From an optimization exercise on the open Yosys and OpenROAD flow, aimed at small area; shortcuts taken in it are not production practice. In this exercise RTL edits were held to simulation tests only and were not proved equivalent to the original. Power and IR drop assume default switching activity.

==> design.v <==
module BCD_to_seg(num, seg_out, dot); 
	input[3:0] num; 
	input dot;
	output reg[0:7] seg_out; 
	always@(*) begin
		case(num)
			0: seg_out = {7'b0000001, dot};
			1: seg_out = {7'b1001111, dot};
			2: seg_out = {7'b0010010, dot};
			3: seg_out = {7'b0000110, dot};
			4: seg_out = {7'b1001100, dot};
			5: seg_out = {7'b0100100, dot};
			6: seg_out = {7'b0100000, dot};
			7: seg_out = {7'b0001111, dot};
			8: seg_out = {7'b0000000, dot};
			9: seg_out = {7'b0000100, dot};
			10:seg_out = {7'b0001000, dot};
			11:seg_out = {7'b1100000, dot};
			14:seg_out = {7'b0110000, dot};
			15:seg_out = {7'b1110001, dot};
			default: seg_out = 8'b00110000;
		endcase
	end
endmodule
module checker_(ans, in, A, B);
	input[15:0] ans, in;
	output[2:0] A, B;
	wire[3:0] a0 = ans[3:0], a1 = ans[7:4], a2 = ans[11:8], a3 = ans[15:12];
	wire[3:0] g0 = in[3:0], g1 = in[7:4], g2 = in[11:8], g3 = in[15:12];
	assign A = (a3 == g3) + (a2 == g2) + (a1 == g1) + (a0 == g0);
	assign B = (a2 == g3) + (a1 == g3) + (a0 == g3)
		+ (a3 == g2) + (a1 == g2) + (a0 == g2)
		+ (a3 == g1) + (a2 == g1) + (a0 == g1)
		+ (a3 == g0) + (a2 == g0) + (a1 == g0);
endmodule
module ansval(o, v);
	input[7:0] o;
	output reg[15:0] v;
	always@(*) begin
		case(o)
			8'h00: v = 16'h2951;
			8'h05: v = 16'h1374;
			8'h0a: v = 16'h4598;
			8'h0f: v = 16'h8730;
			8'h10: v = 16'h0952;
			8'h01: v = 16'h2371;
			8'h06: v = 16'h1594;
			8'h0b: v = 16'h4738;
			8'h0c: v = 16'h8950;
			8'h11: v = 16'h0372;
			8'h02: v = 16'h2591;
			8'h07: v = 16'h1734;
			8'h08: v = 16'h4958;
			8'h0d: v = 16'h8370;
			8'h12: v = 16'h0592;
			8'h03: v = 16'h2731;
			8'h04: v = 16'h1954;
			8'h09: v = 16'h4378;
			8'h0e: v = 16'h8590;
			8'h13: v = 16'h0732;
			8'h20: v = 16'h5137;
			8'h25: v = 16'h7459;
			8'h2a: v = 16'h9873;
			8'h2f: v = 16'h3095;
			8'h30: v = 16'h5237;
			8'h21: v = 16'h7159;
			8'h26: v = 16'h9473;
			8'h2b: v = 16'h3895;
			8'h2c: v = 16'h5037;
			8'h31: v = 16'h7259;
			8'h22: v = 16'h9173;
			8'h27: v = 16'h3495;
			8'h28: v = 16'h5837;
			8'h2d: v = 16'h7059;
			8'h32: v = 16'h9273;
			8'h23: v = 16'h3195;
			8'h24: v = 16'h5437;
			8'h29: v = 16'h7859;
			8'h2e: v = 16'h9073;
			8'h33: v = 16'h3295;
			8'h40: v = 16'h7406;
			8'h45: v = 16'h9826;
			8'h4a: v = 16'h3016;
			8'h4f: v = 16'h5246;
			8'h50: v = 16'h7186;
			8'h41: v = 16'h9406;
			8'h46: v = 16'h3826;
			8'h4b: v = 16'h5016;
			8'h4c: v = 16'h7246;
			8'h51: v = 16'h9186;
			8'h42: v = 16'h3406;
			8'h47: v = 16'h5826;
			8'h48: v = 16'h7016;
			8'h4d: v = 16'h9246;
			8'h52: v = 16'h3186;
			8'h43: v = 16'h5406;
			8'h44: v = 16'h7826;
			8'h49: v = 16'h9016;
			8'h4e: v = 16'h3246;
			8'h53: v = 16'h5186;
			8'h60: v = 16'h5928;
			8'h65: v = 16'h7310;
			8'h6a: v = 16'h9542;
			8'h6f: v = 16'h3781;
			8'h70: v = 16'h5904;
			8'h61: v = 16'h7328;
			8'h66: v = 16'h9510;
			8'h6b: v = 16'h3742;
			8'h6c: v = 16'h5981;
			8'h71: v = 16'h7304;
			8'h62: v = 16'h9528;
			8'h67: v = 16'h3710;
			8'h68: v = 16'h5942;
			8'h6d: v = 16'h7381;
			8'h72: v = 16'h9504;
			8'h63: v = 16'h3728;
			8'h64: v = 16'h5910;
			8'h69: v = 16'h7342;
			8'h6e: v = 16'h9581;
			8'h73: v = 16'h3704;
			8'h80: v = 16'h4731;
			8'h85: v = 16'h8954;
			8'h8a: v = 16'h0378;
			8'h8f: v = 16'h2590;
			8'h90: v = 16'h1732;
			8'h81: v = 16'h4951;
			8'h86: v = 16'h8374;
			8'h8b: v = 16'h0598;
			8'h8c: v = 16'h2730;
			8'h91: v = 16'h1952;
			8'h82: v = 16'h4371;
			8'h87: v = 16'h8594;
			8'h88: v = 16'h0738;
			8'h8d: v = 16'h2950;
			8'h92: v = 16'h1372;
			8'h83: v = 16'h4591;
			8'h84: v = 16'h8734;
			8'h89: v = 16'h0958;
			8'h8e: v = 16'h2370;
			8'h93: v = 16'h1592;
			8'ha0: v = 16'h2956;
			8'ha5: v = 16'h1376;
			8'haa: v = 16'h4596;
			8'haf: v = 16'h8736;
			8'hb0: v = 16'h0956;
			8'ha1: v = 16'h2376;
			8'ha6: v = 16'h1596;
			8'hab: v = 16'h4736;
			8'hac: v = 16'h8956;
			8'hb1: v = 16'h0376;
			8'ha2: v = 16'h2596;
			8'ha7: v = 16'h1736;
			8'ha8: v = 16'h4956;
			8'had: v = 16'h8376;
			8'hb2: v = 16'h0596;
			8'ha3: v = 16'h2736;
			8'ha4: v = 16'h1956;
			8'ha9: v = 16'h4376;
			8'hae: v = 16'h8596;
			8'hb3: v = 16'h0736;
			8'hd3: v = 16'h8295;
			8'hf3: v = 16'h8295;
			default: v = 16'h8763;
		endcase
	end
endmodule
module clock_(clk, rst, tick);
	parameter W = 8;
	parameter [W-1:0] TAPS = 8'hb8;   
	parameter [W-1:0] LAST = 8'h00;   
	input clk, rst;
	output tick;
	reg[W-1:0] s;
	reg tg;
	wire wrap = (s == LAST);
	wire fb = ^(s & TAPS);
	assign tick = wrap & ~tg;
	always@(posedge clk) begin
		if(rst) begin
			s <= {W{1'b1}};
			tg <= 0;
		end
		else begin
			s <= wrap ? {{(W-1){1'b1}}, 1'b0} : {s[W-2:0], fb};
			tg <= tg ^ wrap;
		end
	end
endmodule
module randGen(clk, rst, en, n);
	input clk, rst, en;
	output[7:0] n;
	reg[2:0] ph, c5, i;
	reg[1:0] c4;
	wire[2:0] nph = (ph == 5) ? 3'd0 : ph + 3'd1;
	assign n = {ph, c5, c4};
	always@(posedge clk) begin
		if(rst) begin
			ph <= 6;
			c5 <= 4;
			c4 <= 3;
			i <= 1;
		end
		else if(en) begin
			if(i == 0) begin
				ph <= nph;
				i <= nph + 3'd2;
				if(nph == 0) begin
					c5 <= (c5 == 4) ? 3'd0 : c5 + 3'd1;
					c4 <= c4 + 2'd1;
				end
			end
			else
				i <= i - 3'd1;
		end
	end
endmodule
module Guess(clk, rst, in, seg_out, led_out);
	input clk;
	input rst;
	input[0:12] in;
	output[0:31] seg_out;
	output reg[0:9] led_out;
	localparam S_INIT = 3'd0, S_INPUT = 3'd1, S_SHOW = 3'd2, S_WIN = 3'd3, S_LOSE = 3'd4;
	localparam K_TITLE = 3'd0, K_GUESS = 3'd1, K_RES = 3'd2, K_F05E = 3'd3, K_ANS = 3'd4;
	wire tick_1, tick_rnd, tick_display;
	wire[7:0] rnd;
	clock_ #(8, 8'hb8, 8'h4f) u_clk_1(clk, rst, tick_1);
	clock_ #(4, 4'hc, 4'ha) u_clk_rnd(clk, rst, tick_rnd);
	clock_ #(5, 5'h14, 5'h10) u_clk_display(clk, rst, tick_display);
	randGen u_rand(clk, rst, tick_rnd, rnd);
	reg[2:0] state, kind;
	reg[3:0] hp_v, title_delay;
	reg[7:0] ans;
	reg[15:0] guess_num;
	reg[1:0] sel_num;
	reg l_rst, l_mode, l_b10, l_b11, l_b12;
	reg[7:0] l_rnd;
	wire[15:0] ans_v;
	ansval u_ans(ans, ans_v);
	wire[2:0] A, B;
	checker_ u_check(ans_v, guess_num, A, B);
	reg[2:0] n_state, n_kind;
	reg[3:0] n_hp_v, n_title_delay;
	reg[7:0] n_ans;
	reg[15:0] n_guess_num;
	reg[1:0] n_sel_num;
	always@(*) begin
		n_state = state;
		n_kind = kind;
		n_hp_v = hp_v;
		n_title_delay = title_delay;
		n_ans = ans;
		n_guess_num = guess_num;
		n_sel_num = sel_num;
		if(l_rst) begin
			n_state = S_INIT;
			n_kind = K_TITLE;
			n_hp_v = 10;
			n_title_delay = 0;
			n_ans = 8'hc0;
			n_guess_num = 0;
			n_sel_num = 0;
		end
		else if(~l_mode) begin
			case(state)
				S_INIT: begin
					n_hp_v = 10;
					n_guess_num = 0;
					n_ans = l_rnd;
					n_sel_num = 0;
					n_kind = K_TITLE;
					if(title_delay == 15 || l_b11) begin
						n_state = S_INPUT;
						n_title_delay = 0;
					end
					else
						n_title_delay = title_delay + 1;
				end
				S_INPUT: begin
					if(l_b10)
						case(sel_num)
							0: n_guess_num[15:12] = (guess_num[15:12] == 9) ? 4'd0 : guess_num[15:12] + 4'd1;
							1: n_guess_num[11:8] = (guess_num[11:8] == 9) ? 4'd0 : guess_num[11:8] + 4'd1;
							2: n_guess_num[7:4] = (guess_num[7:4] == 9) ? 4'd0 : guess_num[7:4] + 4'd1;
							3: n_guess_num[3:0] = (guess_num[3:0] == 9) ? 4'd0 : guess_num[3:0] + 4'd1;
						endcase
					if(l_b11)
						n_sel_num = sel_num + 2'd1;
					if(l_b12) begin
						n_state = S_SHOW;
						if(A != 4) begin
							if(hp_v != 0) begin
								if(hp_v == 1)
									n_state = S_LOSE;
								n_hp_v = hp_v - 1;
							end
						end
						else
							n_state = S_WIN;
					end
					n_kind = K_GUESS;
				end
				S_SHOW: begin
					n_kind = K_RES;
					if(l_b11)
						n_state = S_INPUT;
				end
				S_WIN: begin
					if(l_b11)
						n_state = S_INIT;
				end
				S_LOSE: begin
					n_kind = l_b10 ? K_ANS : K_F05E;
					if(l_b11)
						n_state = S_INIT;
				end
				default: begin
				end
			endcase
		end
		else begin
			if(l_b10)
				n_state = S_INIT;
			if(l_b11 && hp_v < 10)
				n_hp_v = hp_v + 1;
			if(l_b12)
				n_kind = K_ANS;
		end
	end
	always@(posedge clk) begin
		if(tick_display) begin
			state <= n_state;
			kind <= n_kind;
			hp_v <= n_hp_v;
			title_delay <= n_title_delay;
			ans <= n_ans;
			guess_num <= n_guess_num;
			sel_num <= n_sel_num;
		end
	end
	always@(posedge clk) begin
		if(rst) begin
			l_rst <= 1;
			l_mode <= 1;
			l_b10 <= 0;
			l_b11 <= 0;
			l_b12 <= 0;
		end
		else if(tick_1) begin
			l_rst <= 0;
			l_mode <= in[9];
			l_b10 <= ~in[10];
			l_b11 <= ~in[11];
			l_b12 <= ~in[12];
			l_rnd <= rnd;
		end
		else if(tick_display) begin
			l_rst <= 0;
			l_mode <= 1;
			l_b10 <= 0;
			l_b11 <= 0;
			l_b12 <= 0;
		end
	end
	wire[9:0] hp = (10'd1 << n_hp_v) - 10'd1;
	always@(posedge clk) begin
		if(tick_display) begin
			if(n_state == S_WIN)
				led_out <= {led_out[1:9], led_out[0]};
			else
				led_out <= hp;
		end
	end
	reg[15:0] val;
	always@(*) begin
		case(kind)
			K_TITLE: val = 16'h1a2b;
			K_GUESS: val = guess_num;
			K_RES: val = {1'b0, A, 4'ha, 1'b0, B, 4'hb};
			K_F05E: val = 16'hf05e;
			default: val = ans_v;
		endcase
	end
	BCD_to_seg u_seg0(val[15:12], seg_out[0:7], sel_num != 0);
	BCD_to_seg u_seg1(val[11:8], seg_out[8:15], sel_num != 1);
	BCD_to_seg u_seg2(val[7:4], seg_out[16:23], sel_num != 2);
	BCD_to_seg u_seg3(val[3:0], seg_out[24:31], sel_num != 3);
endmodule
==> run.sh <==
#!/bin/bash
# synth_recipe.tcl (not shown) runs the flow's synth.tcl, then flattens the netlist and writes it again
# the make line also repeats each setting of config.mk as NAME=value (left out here)
make -C /OpenROAD-flow-scripts/flow DESIGN_CONFIG=/design/flow/config.mk WORK_HOME=/design/flow/orfs CLKGATE_MAP_FILE= SYNTH_SCRIPT=/design/flow/synth_recipe.tcl finish
==> config.mk <==
export PLATFORM = sky130hd
export DESIGN_NAME = Guess
export DESIGN_NICKNAME = Guess
export VERILOG_FILES = /design/flow/design.v
export SDC_FILE = /design/flow/constraint.sdc
export NUM_CORES = 4
export LEC_CHECK = 0
export ABC_AREA = 1
export CAP_MARGIN = 20
export CORE_MARGIN = 2
export CORE_UTILIZATION = 70
export SLEW_MARGIN = 20
==> constraint.sdc <==
create_clock -name core_clock -period 20.0 [get_ports {clk}]
set_input_delay 4.0000 -clock core_clock [delete_from_list [all_inputs] [get_ports {clk}]]
set_output_delay 4.0000 -clock core_clock [all_outputs]
set_load 0.01 [all_outputs]
==> results of run 1 <==
logic make-up after synthesis:
logic type	Yosys count	synth area share, %
AND/OR/NAND/NOR	482	26.5
adder cells (fa/ha/maj)	44	7.80
AO/OA/AOI/OAI	166	13.4
XOR/XNOR	57	6.37
buffers and inverters	205	10.3
flip-flops	110	35.5
synth_stat cells, types with 10 or more instances:
master	n
nand2_1	252
ha_1	36
xor2_1	30
edfxtp_1	58
clkbuf_1	30
nor2_1	93
o21ai_1	11
inv_1	154
xnor2_1	27
a21oi_1	36
or2_2	10
dfxtp_1	52
nand3_1	79
nand4_1	16
o21ai_0	49
critical path, delay by kind of cell, from the launching register on:
family	cells	cell delay [ps]
compound gates	3	900
flops	1	540
fa+ha+maj	6	2480
buf+inv	5	1040
simple gates	4	490
worst min path at each step:
stage                                             start                            end  slack (ps)  cells after the start
after detailed placement        u_clk_1.s[5]$_SDFF_PP1_        u_clk_1.s[6]$_SDFF_PP1_         420                      2
after floorplan           u_clk_display.s[3]$_SDFF_PP1_  u_clk_display.s[4]$_SDFF_PP1_         400                      2
final                           u_clk_1.s[5]$_SDFF_PP1_        u_clk_1.s[6]$_SDFF_PP1_         450                      2
after global routing            u_clk_1.s[5]$_SDFF_PP1_        u_clk_1.s[6]$_SDFF_PP1_         470                      2
after global placement          u_clk_1.s[1]$_SDFF_PP1_        u_clk_1.s[2]$_SDFF_PP1_         410                      2
after CTS                       u_clk_1.s[6]$_SDFF_PP1_        u_clk_1.s[7]$_SDFF_PP1_         450                      2
per-stage QoR:
| stage | total power, mW | worst slack, ps | hold WS, ps | std cells | cell area [µm²] |
|---|---|---|---|---|---|
| floorplan | 0.247 | 11390 | 399 | 1064 | 7830 |
| global placement | 0.250 | 10710 | 413 | 1210 | 8290 |
| detailed placement | 0.250 | 10610 | 424 | 1210 | 8290 |
| CTS | 0.383 | 10140 | 446 | 1226 | 8490 |
| global route | 0.392 | 9830 | 469 | 1226 | 8490 |
| finish | 0.379 | 10140 | 449 | 1226 | 8490 |
registers in the layout, indices dropped and copies added, names as in the netlist, 2 cells and up:
register / flops
hp_v: 4
sel_num: 2
kind: 3
ans_v: 16
ans: 8
u_rand.i: 3
u_clk_display.s: 5
u_rand.c4: 2
l_rnd: 8
state: 3
guess_num: 16
title_delay: 4
u_rand.c5: 3
u_clk_rnd.s: 4
led_out: 10
u_rand.ph: 3
u_clk_1.s: 8
layout make-up:
cell class | count | area (µm²)
sequential | 110 | 2780
clock buffer | 9 | 124
inverter | 164 | 621
multi-input combinational | 749 | 4240
clock inverter | 7 | 76.3
tap | 140 | 175
fill | 846 | 2400
timing repair buffer | 47 | 470
placed cells by master (no fill, tap or decap), types with 5 or more instances in the layout:
master / count
o21ai_0: 49
nor2_1: 93
fa_1: 8
nand3_1: 79
inv_2: 7
xor2_1: 30
edfxtp_1: 58
o21ai_1: 11
dfxtp_1: 52
a211oi_1: 5
clkbuf_8: 9
a21oi_1: 36
clkdlybuf4s50_1: 47
or2_2: 10
a22oi_1: 6
ha_1: 36
o211ai_1: 8
nor4_1: 6
nor2_2: 5
nand2_1: 252
a221oi_1: 9
xnor2_1: 27
o22ai_1: 6
nand4_1: 16
inv_1: 154
o21ai_2: 7
o32ai_1: 5
nor3_1: 5
nand2_2: 6
per-layer routing:
layer,track usage [%],vias up
met5,0,-
met4,13.5,0
met3,5.93,51
met2,52.7,307
met1,40.0,3283
li1,-,3519
report_power, final:
part	switching [mW]	internal [mW]
registers	0.000902	0.237
logic	0.00428	0.00321
clock network	0.0839	0.0500
total	0.0891	0.290
==> impl_results.md, run 1 <==
* Status: timing/DRC/antenna clean
* Final WL at roughly 18000 µm
* Max Used Layer: met4
* Share of layout cells above drive strength 1 at approximately 5.6%
* Slew @ Worst Pin at between 800 and 900 ps
* Crit path to: seg_out[21]
* Clk slew on worst S/H paths at 110 ps
* Number of global-route vias before repair at roughly 6500
* Clock latency on the worst-skew pair at between 300 and 400 ps
* Synth top area share at around 22%
* Layout Skew at approximately 8.3 ps
* RSZ-0062 raised after global routing: no
* GR Util All Layers at roughly a third
* Worst setup startpoint: guess_num[13]$_SDFFCE_PP0P_
* Initial core utilization at 71.9%
* DIE AREA at around 12000 µm²
* Crit. End Element: output port
* Clk root buf: clkbuf_8
* Unique masters post-synth at between 50 and 60
* Post-CTS sizing at 0
* Post-synth EDFFs at a little under 60
* Post-CTS Hold Fix Bufs at 0
* First-pass GRT wire length at 29600 µm
* Most used DFF post-synth: edfxtp_1
* Synth area leaders: edfxtp_1 22%, dfxtp_1 13%, nand2_1 12%
* RD Place Congestion at roughly 1.0
* Met2 WL at about 8500 µm
* Routed Antenna Nets at 0
* Maxcap violations at 0
* Drt drc at 0
* CTS tree: built
* Number of diodes at 0
* DR vias at between 7000 and 8000
* Total grt overflow at 0
* First DRT Iteration DRCs at between 600 and 700
* Final hold vios at 0
* Std-Cell Rows at 38
* Clock sinks at 110
* Largest net degree at the start of global routing at 29
* Area growth syn-to-layout at 8.39%
* Yosys warning count at 7
* Maximum vdd drop at approximately 67 µV
* M1 WL at 7540 µm
* Post-DR vias/cell at 5.84
* Vert. Die Dim at about 110 µm
* Post-synth ARST share at 0%
* Syn_nets at roughly 1100
* Clock H-tree levels at 3
* Final TNS setup at 0 ps
* WL per Instance at around 15 µm
* Hold Path Class: flop to flop
* Die span in x at approximately 110 µm
* Postcts setup bufs at 0
* Worst-path maximum fanout at 9
* First-pass detailed-route iteration total at 7
* CP Data Arrival Time at between 5000 and 6000 ps
* Final Max Tran Viols at 0
* Critical Path Max Stage Delay at 600 ps
* Post-Syn Instances at 1064
* Final core occ at 78.0%
* Leakage at around 3.7 nW
* R2R Setup Slk at ~16000 ps
* Crit-path cells: inv_1, nand2_1, a221oi_1, ha_1, fa_1, fa_1, fa_1, fa_1, inv_1, fa_1, inv_1, or2_2, nand3_1, nand3_1, o21ai_1, inv_1, a211oi_1, clkdlybuf4s50_1
* Post-layout min period at roughly 9900 ps
* Post-synthesis area per instance at around 7.4 µm²
* CTS Buffer Depth at 2
* Worst reg-to-reg path cell count at 25
* Worst reg2reg endpoint: led_out[3]$_DFFE_PP_
* Register area share after synthesis at a little over a third
* Crit path launch type: flop
* Worst reg2reg startpoint: guess_num[10]$_SDFFCE_PP0P_
* Met3 Wirelength at about 1500 µm
* Core ar. at about 11000 µm²
* Slowest-stage cell, CP: fa_1
* Synthesized flop and latch total at 110
* Max Freq at around 0.1 GHz
* Most frequent CP cell: fa_1
* HPWL Detailed at 13500 µm
* Initial antenna violation count at 0
* CTS Buf Count at 9
* Syn Std Cell Area at roughly 7800 µm²
* Final setup fails at 0
* Relative slew slack at between 40% and 50%
* # nets final at 1140
* I/O Pins at between 50 and 60
* PD cells at 44.6 nW/µm²
* Leading area contributor after synthesis: edfxtp_1
* CP Class: flop to output port
* Worst EP required at approximately 16000 ps
* PortBufs at between 40 and 50
* Period utilisation layout at around half
==> inputs of run 2 (changes only) <==
--- a/config.mk
+++ b/config.mk
@@ -10,3 +10,3 @@
 export CORE_MARGIN = 2
-export CORE_UTILIZATION = 70
+export CORE_UTILIZATION = 40
 export SLEW_MARGIN = 20
==> impl_results.md, run 2 <==
* Std-Cell Rows at 51 (+34%)
* WL per Instance at 13.6 µm (-7.8%)
* Total grt overflow at 0 (unchanged)
* Dpl cells at 1335 (+10%)
* CP bufs+invs at 4 (-1)
* # fillers at 1997 (+140%)
* Slew @ Worst Pin at 935 ps (+73.9 ps)
* Worst-path maximum fanout at 7 (-2)
* RD Place Congestion at 0.948 (-8.9%)
* Clock H-tree levels at 3 (unchanged)
* CP Class: flop to output port
* Share of layout cells above drive strength 1 at 5.62% (unchanged)
* Post-synth ARST share at 0% (unchanged)
* Final Max Tran Viols at 0 (unchanged)
* Postcts setup bufs at 0 (unchanged)
* HPWL Detailed at 13800 µm (+2.3%)
* Area occupied by multi-input gates at 4240 µm² (unchanged)
* Placed Area at 8440 µm² (+1.9%)
* Synth top area share at 22.2% (unchanged)
* Leakage at 3.76 nW (+1.2%)
* Relative slew slack at 37.6% (-4.8 points)
* Layout Skew at 10.0 ps (+1.71 ps)
* DR vias at 6919 (-3.4%)
* Final hold vios at 0 (unchanged)
* Final WL at 18300 µm (+1.6%)
* Post-Syn Instances at 1064 (unchanged)
* Worst EP required at 16000 ps (about the same)
* Number of global-route vias before repair at 6363 (-1.9%)
* Unique masters post-synth at 53 (unchanged)
* Post-synthesis area per instance at 7.36 µm² (unchanged)
* First-pass detailed-route iteration total at 7 (unchanged)
* GR Util All Layers at 18.4% (-13 points)
* Post-CTS sizing at 0 (unchanged)
* Hold Path Class: flop to flop
* Most used DFF post-synth: edfxtp_1
* Commonest non-fill, non-tap cell in the layout: nand2_1
* PD cells at 49.2 nW/µm² (+10%)
* I/O Pins at 57 (unchanged)
* Clk slew on worst S/H paths at 80 ps (-30 ps)
* Top post-synthesis cells by count: 252 x nand2_1, 154 x inv_1, 93 x nor2_1
* Register area at 2780 µm² (unchanged)
* Yosys warning count at 7 (unchanged)
* Routed Antenna Nets at 0 (unchanged)
* CTS Buf Count at 9 (unchanged)
* Count leader, synth: nand2_1
* Largest net degree at the start of global routing at 29 (unchanged)
* Clk root buf: clkbuf_16
* Period utilisation layout at 49.0% (-0.29 points)
* CTS tree: built
* Maxcap violations at 0 (unchanged)
* Leading area contributor after synthesis: edfxtp_1
* Crit-path cells: inv_1, nand2_1, a221oi_1, ha_1, fa_1, fa_1, fa_1, fa_1, inv_1, fa_1, o221ai_1, nor2_1, inv_1, nand2_1, a211oi_1, clkdlybuf4s50_1
* Pwr Total at 0.431 mW (+14%)
* # nets final at 1140 (unchanged)
* PortBufs at 47 (unchanged)
* Post-synth EDFFs at 58 (unchanged)
* Synthesized flop and latch total at 110 (unchanged)
* Core ar. at 19300 µm² (+78%)
* Crit. End Element: output port
* First DRT Iteration DRCs at 526 (-25%)
* Initial core utilization at 40.5% (-31 points)
* Crit path launch type: flop
* Post-DR vias/cell at 5.12 (-12%)
* Clock sinks at 110 (unchanged)
* Final setup fails at 0 (unchanged)
* Final cell count without fillers at 1351 (+10%)
* Final WS setup at 10190 ps (+57.7 ps)
* Maximum vdd drop at 44.6 µV (-33%)
* R2R Setup Slk at 15720 ps (-140 ps)
* Final TNS setup at 0 ps (unchanged)
* Initial antenna violation count at 0 (unchanged)
* CP top delay family: adder cells
* Most frequent CP cell: fa_1
* Fin Hold WS at 436 ps (-13.0 ps)
* Fin area at 8760 µm² (+3.2%)
* Clock latency on the worst-skew pair at 360 ps (-30 ps)
* DIE AREA at 20700 µm² (+72%)
* Slowest-stage cell, CP: clkdlybuf4s50_1
* CTS Buffer Depth at 2 (unchanged)
* Synth area leaders: edfxtp_1 22%, dfxtp_1 13%, nand2_1 12%
* CP Data Arrival Time at 5810 ps (-50 ps)
* Most frequent cells in the layout: 252 x nand2_1, 154 x inv_1, 93 x nor2_1, 79 x nand3_1, 58 x edfxtp_1
* RSZ-0062 raised after global routing: no
* Max Freq at 0.102 GHz (+0.59%)
* Area growth syn-to-layout at 11.8%
* Drt drc at 0 (unchanged)
* First-pass GRT wire length at 30800 µm (+4.0%)
* Status: timing/DRC/antenna clean
* Syn Std Cell Area at 7830 µm² (unchanged)
* Register area share after synthesis at 35.5% (unchanged)
* Syn_nets at 1123 (unchanged)
* Number of diodes at 0 (unchanged)
* Pre-CTS setup slack at 10610 ps (-4.50 ps)
* Post-CTS Hold Fix Bufs at 0 (unchanged)
* Vert. Die Dim at 144 µm (+31%)
* Critical Path Max Stage Delay at 570 ps (-30 ps)
* Die span in x at 144 µm (+31%)
* Post-layout min period at 9810 ps (-57.7 ps)
* Final core occ at 45.3% (-33 points)
==> run 2: cell counts after synthesis <==
No cell type changed its count.
==> run 2: worst min-delay path: stages, from the launching register on <==
cell and delay (ps):
dfxtp_1 310, inv_1 40, nand2_1 50
==> run 2: cell families (layout without fill, tap and decap cells) <==
logic type      Yosys count  count (layout)  share of synthesized area, %
simple gates            482             482                          26.5
buf+inv                 205             227                          10.3
fa+ha+maj                44              44                          7.80
flops                   110             110                          35.5
compound gates          166             166                          13.4
xor+xnor                 57              57                          6.37
==> run 2: path summary, 6_finish.rpt <==
check / from / endpoint / cells after the start
max reg2reg: guess_num[10]$_SDFFCE_PP0P_ / led_out[5]$_DFFE_PP_ / 24
min: u_clk_display.s[3]$_SDFF_PP1_ / u_clk_display.s[4]$_SDFF_PP1_ / 2
max: guess_num[13]$_SDFFCE_PP0P_ / seg_out[21] / 16
min reg2reg: u_clk_display.s[3]$_SDFF_PP1_ / u_clk_display.s[4]$_SDFF_PP1_ / 2
==> run 2: layer usage <==
metal	global-route usage, %	routed length (µm)	vias up
met4	6.24	435	0
met2	29.7	8420	186
met3	2.87	883	38
li1	-	-	3517
met5	0	0	-
met1	25.3	8610	3178
==> run 2: cell type report <==
type / instances / share of cell area, %
sequential: 110 / 31.8
multi-input combinational: 749 / 48.4
timing repair buffer: 47 / 5.37
inverter: 164 / 7.09
clock buffer: 9 / 2.57
tap: 265 / 3.79
clock inverter: 7 / 1.00
==> run 2: report_power, final <==
group	switching (mW)	internal (mW)	total (mW)
clock network	0.0954	0.0905	0.186
logic	0.00402	0.00320	0.00722
registers	0.000912	0.237	0.237

[afterwards: timing with drivers on the ports]
In the flow no input, the clock included, has a driving cell. The finished layouts below were timed again as built, in two steps.
Step 1 (the two cells are an assumption about what drives the block):
set clk [get_ports {clk}]
set_driving_cell -lib_cell sky130_fd_sc_hd__clkbuf_16 $clk
set_driving_cell -lib_cell sky130_fd_sc_hd__buf_2 [delete_from_list [all_inputs] $clk]
Step 2 also shifts input and output timing later by t, the mid clock arrival at the registers, as if the neighbouring blocks saw the same clock.
Slacks: no drivers / after step 1 / after step 2; pairs: no drivers / after step 1.
run	t (ns)	setup WS [ns]	slew at the worst register clock pin (ns)	pins driven straight from the clock port
run 1	0.426	10.136 / 10.099 / 10.525	0.11 / 0.11	1
run 2	0.395	10.193 / 10.152 / 10.547	0.08 / 0.08	1
After both steps setup and hold are still met in every run listed.
